Background: an optimization exercise with open tools, aiming at a short achievable clock period and few clock cycles per item. Do not read the settings as production practice.
In this exercise RTL edits were held to simulation tests only and were not proved equivalent to the original.

==> flow/design.v, too long to show whole: its modules and the start of the top module <==
// module ALU: 1906 lines
module ALU(
    clk,
    rst_n,
    valid,
    ready,
    mode,
    in_A,
    in_B,
    out
);
  // ...
==> flow/run.sh <==
#!/bin/bash
# synth_recipe.tcl (not shown) runs the flow's synth.tcl, then flattens the netlist and writes it again
# the make line also repeats each setting of config.mk as NAME=value (left out here)
make -C /OpenROAD-flow-scripts/flow DESIGN_CONFIG=/design/flow/config.mk WORK_HOME=/design/flow/orfs CLKGATE_MAP_FILE= SYNTH_SCRIPT=/design/flow/synth_recipe.tcl finish
==> flow/config.mk <==
export PLATFORM = sky130hd
export DESIGN_NAME = ALU
export DESIGN_NICKNAME = ALU
export VERILOG_FILES = /design/flow/design.v
export SDC_FILE = /design/flow/constraint.sdc
export NUM_CORES = 4
export LEC_CHECK = 0
export CAP_MARGIN = 30
export CORE_MARGIN = 2
export CORE_UTILIZATION = 45
export PLACE_DENSITY = 0.6
export SETUP_SLACK_MARGIN = 3.5
export SLEW_MARGIN = 30
==> flow/constraint.sdc <==
create_clock -name core_clock -period 8.0 [get_ports {clk}]
set_input_delay 1.6000 -clock core_clock [delete_from_list [all_inputs] [get_ports {clk}]]
set_output_delay 1.6000 -clock core_clock [all_outputs]
set_load 0.01 [all_outputs]
==> metrics.cfg, run 1 <==
[status]
status=complete, no violations

[floorplan]
fp.dieW_um=385
die_h_um=385
num_io_pins=134

[global_route]
grt_util_met1_pct=54.0

[placed_design]
portBuffers=133
dp_cells=9176

[timing]
final_hold_viol_count=0
min_period_ps=4810
setup_viol=0

[routing]
vias=62300
wl_met3_mm=38.9
post_drt_wl_per_cell_um=31.9
vias_per_cell=6.53
drc=0
wl_met2_mm=124

[clock_network]
numCtsBuffers=79
root_buffer=clkbuf_16
hold_buffers=0
clockBufferDepth=3

[layout]
ff_latch_area_um2=13500
largestClassByArea=multi-input gates
nClkBuffers=104

[logic_synthesis]
synth-xor-area-share_pct=11.6
yosysSeqAreaShare_pct=20.6
synthCells=7433
yosysMostFrequentCell=inv_1
synth_top_family_by_area=adder cells
synthAdderAreaFrac_pct=26.4

[critical_path]
cp.depth=19
cp_num_buf_inv=4

[worst_hold_path]
hold_path_class=flop to flop

Testbench counts, summed over its fixed seeds: cycles 5,003, items 1,920.
==> run 2: changes to the inputs <==
--- a/flow/design.v
+++ b/flow/design.v
@@ -1779,17 +1779,20 @@
         mp_61_2 <= pp16[29];
         mp_62_0 <= pp15[32];
         mp_62_1 <= pp16[30];
         mp_63_0 <= ~bneg[15];
         mp_63_1 <= pp16[31];
     end
     wire [63:0] mrow_a = {c1052, c1050, c1048, c1046, c1044, c1042, c1040, c1038, c1036, c1034, c1032, c1030, c1028, c1026, c1024, c1022, c1020, c1018, c1016, c1014, c1012, c1010, c1008, c1006, c1004, c1002, c1000, c998, c996, c994, c992, c990, c988, c986, c984, c982, c980, c978, c976, c974, c972, c970, c968, c966, c964, c962, c960, c958, c956, c954, c952, c950, c948, c946, c944, c942, c940, c938, c936, c934, c932, s931, mp_1_0, mp_0_0};
     wire [63:0] mrow_b = {s1053, s1051, s1049, s1047, s1045, s1043, s1041, s1039, s1037, s1035, s1033, s1031, s1029, s1027, s1025, s1023, s1021, s1019, s1017, s1015, s1013, s1011, s1009, s1007, s1005, s1003, s1001, s999, s997, s995, s993, s991, s989, s987, s985, s983, s981, s979, s977, s975, s973, s971, s969, s967, s965, s963, s961, s959, s957, s955, s953, s951, s949, s947, s945, s943, s941, s939, s937, s935, s933, mp_2_2, 1'b0, mp_0_1};
-    wire [63:0] mul_res = mrow_a + mrow_b;
+    wire [32:0] mul_lo  = {1'b0, mrow_a[31:0]} + {1'b0, mrow_b[31:0]};
+    wire [31:0] mul_hi0 = mrow_a[63:32] + mrow_b[63:32];
+    wire [32:0] mul_hi1x = {mrow_a[63:32], 1'b1} + {mrow_b[63:32], 1'b1};
+    wire [31:0] mul_hi1 = mul_hi1x[32:1];
     wire [34:0] b1 = {3'b0, in_B};
     reg  [34:0] b_r, m3_r, m5_r, m7_r;
     always @(posedge clk) begin
         if (idle) begin
             b_r  <= b1;
             m3_r <= (b1 << 1) + b1;
             m5_r <= (b1 << 2) + b1;
             m7_r <= (b1 << 3) - b1;
@@ -1845,36 +1848,40 @@
                      ({32{sel[4]}} & t4[31:0]) | ({32{sel[5]}} & t5[31:0]) |
                      ({32{sel[6]}} & t6[31:0]) | ({32{sel[7]}} & t7[31:0]);
     wire [31:0] logic_res;
     generate
         for (gi = 0; gi < 32; gi = gi + 1) begin : g_logic
             assign logic_res[gi] = (in_A[gi] & in_B[gi]) | (mode[0] & (in_A[gi] | in_B[gi]));
         end
     endgenerate
-    reg [63:0] mul_r;
+    reg [31:0] mlo_r, mhi0_r, mhi1_r;
+    reg        mc_r;
     always @(posedge clk) begin
         case (state)
             IDLE: begin
                 out_r  <= mode[1] ? {32'b0, logic_res} : {div0_val[64:33], div0_val[31:0]};
                 qtop_r <= div0_val[32];
             end
             MUL2: begin
                 out_r  <= 64'b0;
                 qtop_r <= 1'b0;
             end
             default: begin
                 out_r  <= {rd, out_r[28:0], qd};
                 qtop_r <= out_r[29];
             end
         endcase
-        mul_r <= (state == MUL2) ? mul_res : 64'b0;
+        mlo_r  <= (state == MUL2) ? mul_lo[31:0] : 32'b0;
+        mhi0_r <= (state == MUL2) ? mul_hi0 : 32'b0;
+        mhi1_r <= (state == MUL2) ? mul_hi1 : 32'b0;
+        mc_r   <= mul_lo[32];
     end
     assign ready = ready_r;
-    assign out   = out_r | mul_r;
+    assign out   = out_r | {(mc_r ? mhi1_r : mhi0_r), mlo_r};
     always @(posedge clk or negedge rst_n) begin
         if (!rst_n) begin
             state   <= IDLE;
             ready_r <= 1'b0;
             cnt     <= 4'd0;
         end else begin
             ready_r <= 1'b0;
             case (state)
==> flow/config.mk (replaced) <==
export PLATFORM = sky130hd
export DESIGN_NAME = ALU
export DESIGN_NICKNAME = ALU
export VERILOG_FILES = /design/flow/design.v
export SDC_FILE = /design/flow/constraint.sdc
export NUM_CORES = 4
export LEC_CHECK = 0
export CAP_MARGIN = 30
export CORE_MARGIN = 2
export CORE_UTILIZATION = 45
export PLACE_DENSITY = 0.6
export SETUP_SLACK_MARGIN = 4
export SLEW_MARGIN = 30
==> metrics.cfg, run 2 <==
[worst_hold_path]
hold_path_class=flop to flop  ; unchanged

[layout]
largest_register_ffs=64
multiInputGateArea_um2=54300  ; was 49800 um^2
top_regs=out_r x64, m5_r x35  ; was mul_r x64, out_r x64, m5_r x35
ff_latch_area_um2=14200  ; was 13500 um^2
fill_cells=12900  ; was 13300
synthToLayoutAreaGrowth_pct=29.0  ; was 17.1%
final_cell_mix=inv_1, xnor2_1, buf_4  ; was inv_1, xnor2_1, ha_1
final_common_cell=inv_1  ; unchanged
drive_gt1_share_pct=25.5  ; was 15.2%
nNetsFinal=9303  ; was 8729
stdcell_count=10100  ; was 9538
top_register=out_r

[critical_path]
cp_slowest_cell=fa_1  ; unchanged
cp.required_ps=8580  ; was 8660 ps
r2r_slack_ps=3330  ; was 3190 ps
crit_arrival_ps=5250  ; was 5470 ps
cp-end-kind=flop  ; unchanged
reg2regPathDepth=17  ; was 19
worstSetupPathType=flop to flop  ; unchanged
crit_top_cell=fa_1  ; unchanged
setup.worst_path.start_class=flop  ; unchanged
crit_chain=fa_1, inv_2, fa_1, inv_2, fa_1, ha_4, a21o_1, a21o_1, a21oi_2, o41ai_4, a31oi_4, o21ai_4, o41a_1, a41o_1, o41a_1, xnor2_2, nor2_1  ; was inv_2, fa_1, fa_1, inv_1, fa_1, ha_4, nand4_1, nor2_2, nand3_2, a211oi_4, o211ai_1, buf_4, a2111oi_4, buf_4, nor3_4, o21ai_2, nor3b_2, a21oi_2, mux2i_1
max_stage_delay_ps=560  ; about the same
crit_end=mlo_r[30]  ; was mul_r[60]
path_max_fanout=3  ; was 4
startpoint=mp_9_0  ; was mp_16_1
r2r_end=mlo_r[30]  ; was mul_r[60]
timing.rr.start=mp_9_0  ; was mp_16_1

[status]
status=complete, no violations  ; unchanged

[timing]
period_share_pct=58.4  ; was 60.1%
setup_tns_ps=0  ; unchanged
min_period_ps=4670  ; was 4810 ps
rsz0062_at_grt=yes  ; unchanged
tightest_slew_ps=1320  ; was 1250 ps
fmax_mhz=214  ; was 208 MHz
fin_ws_ps=3330  ; was 3190 ps
slew_headroom_pct=11.3  ; was 15.6%
setup_viol=0  ; unchanged
final-max-slew-violation-count=0  ; unchanged
final_hold_viol_count=0  ; unchanged
clock_skew_ps=37.6  ; was 36.9 ps

[floorplan]
die_h_um=390  ; was 385 um
fp.dieW_um=390  ; was 385 um
core_um2=148000  ; was 144000 um^2
num_io_pins=134  ; unchanged
fp-row-count=141  ; was 139
die-area_um2=152000  ; was 148000 um^2
start_util_pct=45.4  ; about the same

[routing]
postRouteAntennaNets=0  ; unchanged
vias=66100  ; was 62300
vias_per_cell=6.52  ; was 6.53
drt-pass1-iter-count=14  ; was 10
drtIter0Drc=9160  ; was 8794
drc=0  ; unchanged
post_drt_wl_per_cell_um=32.6  ; was 31.9 um
wl_mm=330  ; was 304 mm

[placed_design]
dp_cells=9382  ; was 9176
dp_hpwl_mm=221  ; was 215 mm
portBuffers=133  ; unchanged
pre_cts_slack_ps=1680  ; was 1180 ps
place_congestion=1.01  ; was 1.04

[clock_network]
cts.htree.levels=3  ; unchanged
cts_sinks=639  ; was 606
clkLatencyLatePin_ps=740  ; about the same
clockBufferDepth=3  ; unchanged
cts.clk_slew.worst_paths_ps=60  ; about the same
hold_buffers=0  ; unchanged
root_buffer=clkbuf_16  ; unchanged
cts_tree=done  ; unchanged
numCtsBuffers=79  ; unchanged

[logic_synthesis]
synthArstFlopShare_pct=1.10  ; was 1.16%
synthCells=7657  ; was 7433
netlist.area_leader.share_pct=14.9  ; was 14.3%
synth_seq_cells=639  ; was 606
ys_warn_count=1  ; unchanged
ys_dominant_reg_cell=dfxtp_1  ; unchanged
ys_top_cells_by_count=inv_1, xnor2_1, ha_1  ; unchanged
yosysMostFrequentCell=inv_1  ; unchanged
avgSynthCellArea_um2=8.77  ; was 8.79 um^2
yosysTopAreaCell=dfxtp_1  ; unchanged
netlist_area_um2=67200  ; was 65300 um^2
synth.area.top_cells=dfxtp_1, fa_1, ha_1, xnor2_1, a22oi_1  ; unchanged
syn-num-nets=8827  ; was 8601
synth_edf_count=131  ; unchanged
yosysSeqAreaShare_pct=21.0  ; was 20.6%
synth_cell_types=108  ; was 100

[job]
cap_violations=0  ; unchanged

[global_route]
antenna_found_initial=29  ; unchanged
grt_pass1_wl_mm=464  ; was 432 mm
grt_max_degree=77  ; was 62
grt_pass1_vias=64200  ; was 60500
grt.overflow.total=0  ; unchanged
grt_util_all_layers_pct=42.1  ; was 40.2%

==> run 2: cell count changes in the layout (fill, tap and decap cells not counted), moves of 42 or more <==
cell	previous run	this run
buf_12	22	90
a22oi_2	17	116
buf_4	317	489
o21ai_0	256	194
a22oi_1	528	414
ha_4	55	120
a21oi_2	23	65
inv_2	12	54
buf_6	54	141
ha_1	557	474
fa_2	11	103
fa_1	456	366
==> run 2: cell families after synthesis <==
kind of cell / count (synthesis) / share of synthesized area (%)
XOR/XNOR: 906 / 11.8
AO/OA/AOI/OAI: 2222 / 23.1
adder cells (fa/ha/maj): 1103 / 25.8
buffers and inverters: 1360 / 7.68
AND/OR/NAND/NOR: 1401 / 10.1
multiplexers: 26 / 0.427
flip-flops: 639 / 21.0
==> run 2: worst min-delay path by stage <==
stage                     startpoint  slack [ps]  cells after the start         to
after floorplan            out_r[28]         420                      1  out_r[31]
after global placement      out_r[2]         470                      1   out_r[5]
after detailed placement    out_r[4]         460                      1   out_r[7]
after CTS                   out_r[4]         490                      1   out_r[7]
after global routing        out_r[3]         510                      1   out_r[6]
final                       out_r[5]         490                      1   out_r[8]
==> run 2: worst max-delay path, delay by kind of cell (launching register included) <==
family	cells	cell delay (ps)
AO/OA/AOI/OAI	9	2000
XOR/XNOR	1	210
adder cells (fa/ha/maj)	4	1840
buffers and inverters	2	90
flip-flops	1	320
AND/OR/NAND/NOR	1	60
==> run 2: timing repair <==
action,in CTS,in global routing
pin swaps,304,359
endpoints found under the setup margin,399,210
gates cloned,39,5
resized for setup,955,489
buffers inserted,392,164
==> run 2: metal layers <==
| layer | routed length, um | track usage, % | vias to the layer above |
|---|---|---|---|
| met4 | 28500 | 28.8 | 22 |
| met2 | 135000 | 61.0 | 4476 |
| met1 | 126000 | 54.4 | 32500 |
| li1 | - | - | 27900 |
| met3 | 40100 | 11.5 | 1247 |
| met5 | 198 | 0.287 | - |
==> run 2: area by class of cell <==
type                            count  share of cell area [%]
Timing Repair inverter              6                  0.0693
Tap cell                         1930                    2.79
Antenna cell                       18                  0.0520
Clock inverter                     38                   0.637
Multi-Input combinational cell   5677                    62.7
Sequential cell                   639                    16.4
Timing Repair Buffer              872                    10.6
Inverter                          858                    4.22
Clock buffer                      106                    2.60
==> run 2: metrics by stage <==
stage / util, % / instance area, um^2 / hold WS, ps
floorplan: - / 70700 / 423
global placement: 48.6 / 71900 / 472
detailed placement: 48.6 / 71900 / 461
CTS: 56.1 / 83000 / 489
global route: 58.5 / 86600 / 508
finish: 58.6 / 86700 / 490
Testbench counts of run 2, summed over its fixed seeds: cycles 5,003, items 1,920.

re-timing with driven ports:
Ports are ideal in the flow. The routed layouts listed here were re-timed in OpenROAD.
Step 1 (the two cells are an assumption about what drives the block):
set clk [get_ports {clk}]
set_driving_cell -lib_cell sky130_fd_sc_hd__clkbuf_16 $clk
set_driving_cell -lib_cell sky130_fd_sc_hd__buf_2 [delete_from_list [all_inputs] $clk]
Step 2, shift: input delay + t, output delay - t, t = (earliest + latest rising clock arrival at the registers) / 2. This alone moves slack from input paths to output paths.
Slacks: ideal ports / drivers / drivers and shift; pairs: ideal ports / drivers.
run | t, ns | slack for setup (ns) | hold slack, ns
run 1 | 0.808 | 3.188 / 3.188 / 2.717 | 0.479 / 0.479 / 0.479
run 2 | 0.801 | 3.328 / 3.328 / 2.908 | 0.490 / 0.490 / 0.490
After both steps setup and hold are still met in every run listed. The setup slack of run 1, which loses most, moves by 0.000 ns with the drivers and by -0.471 ns with both steps.
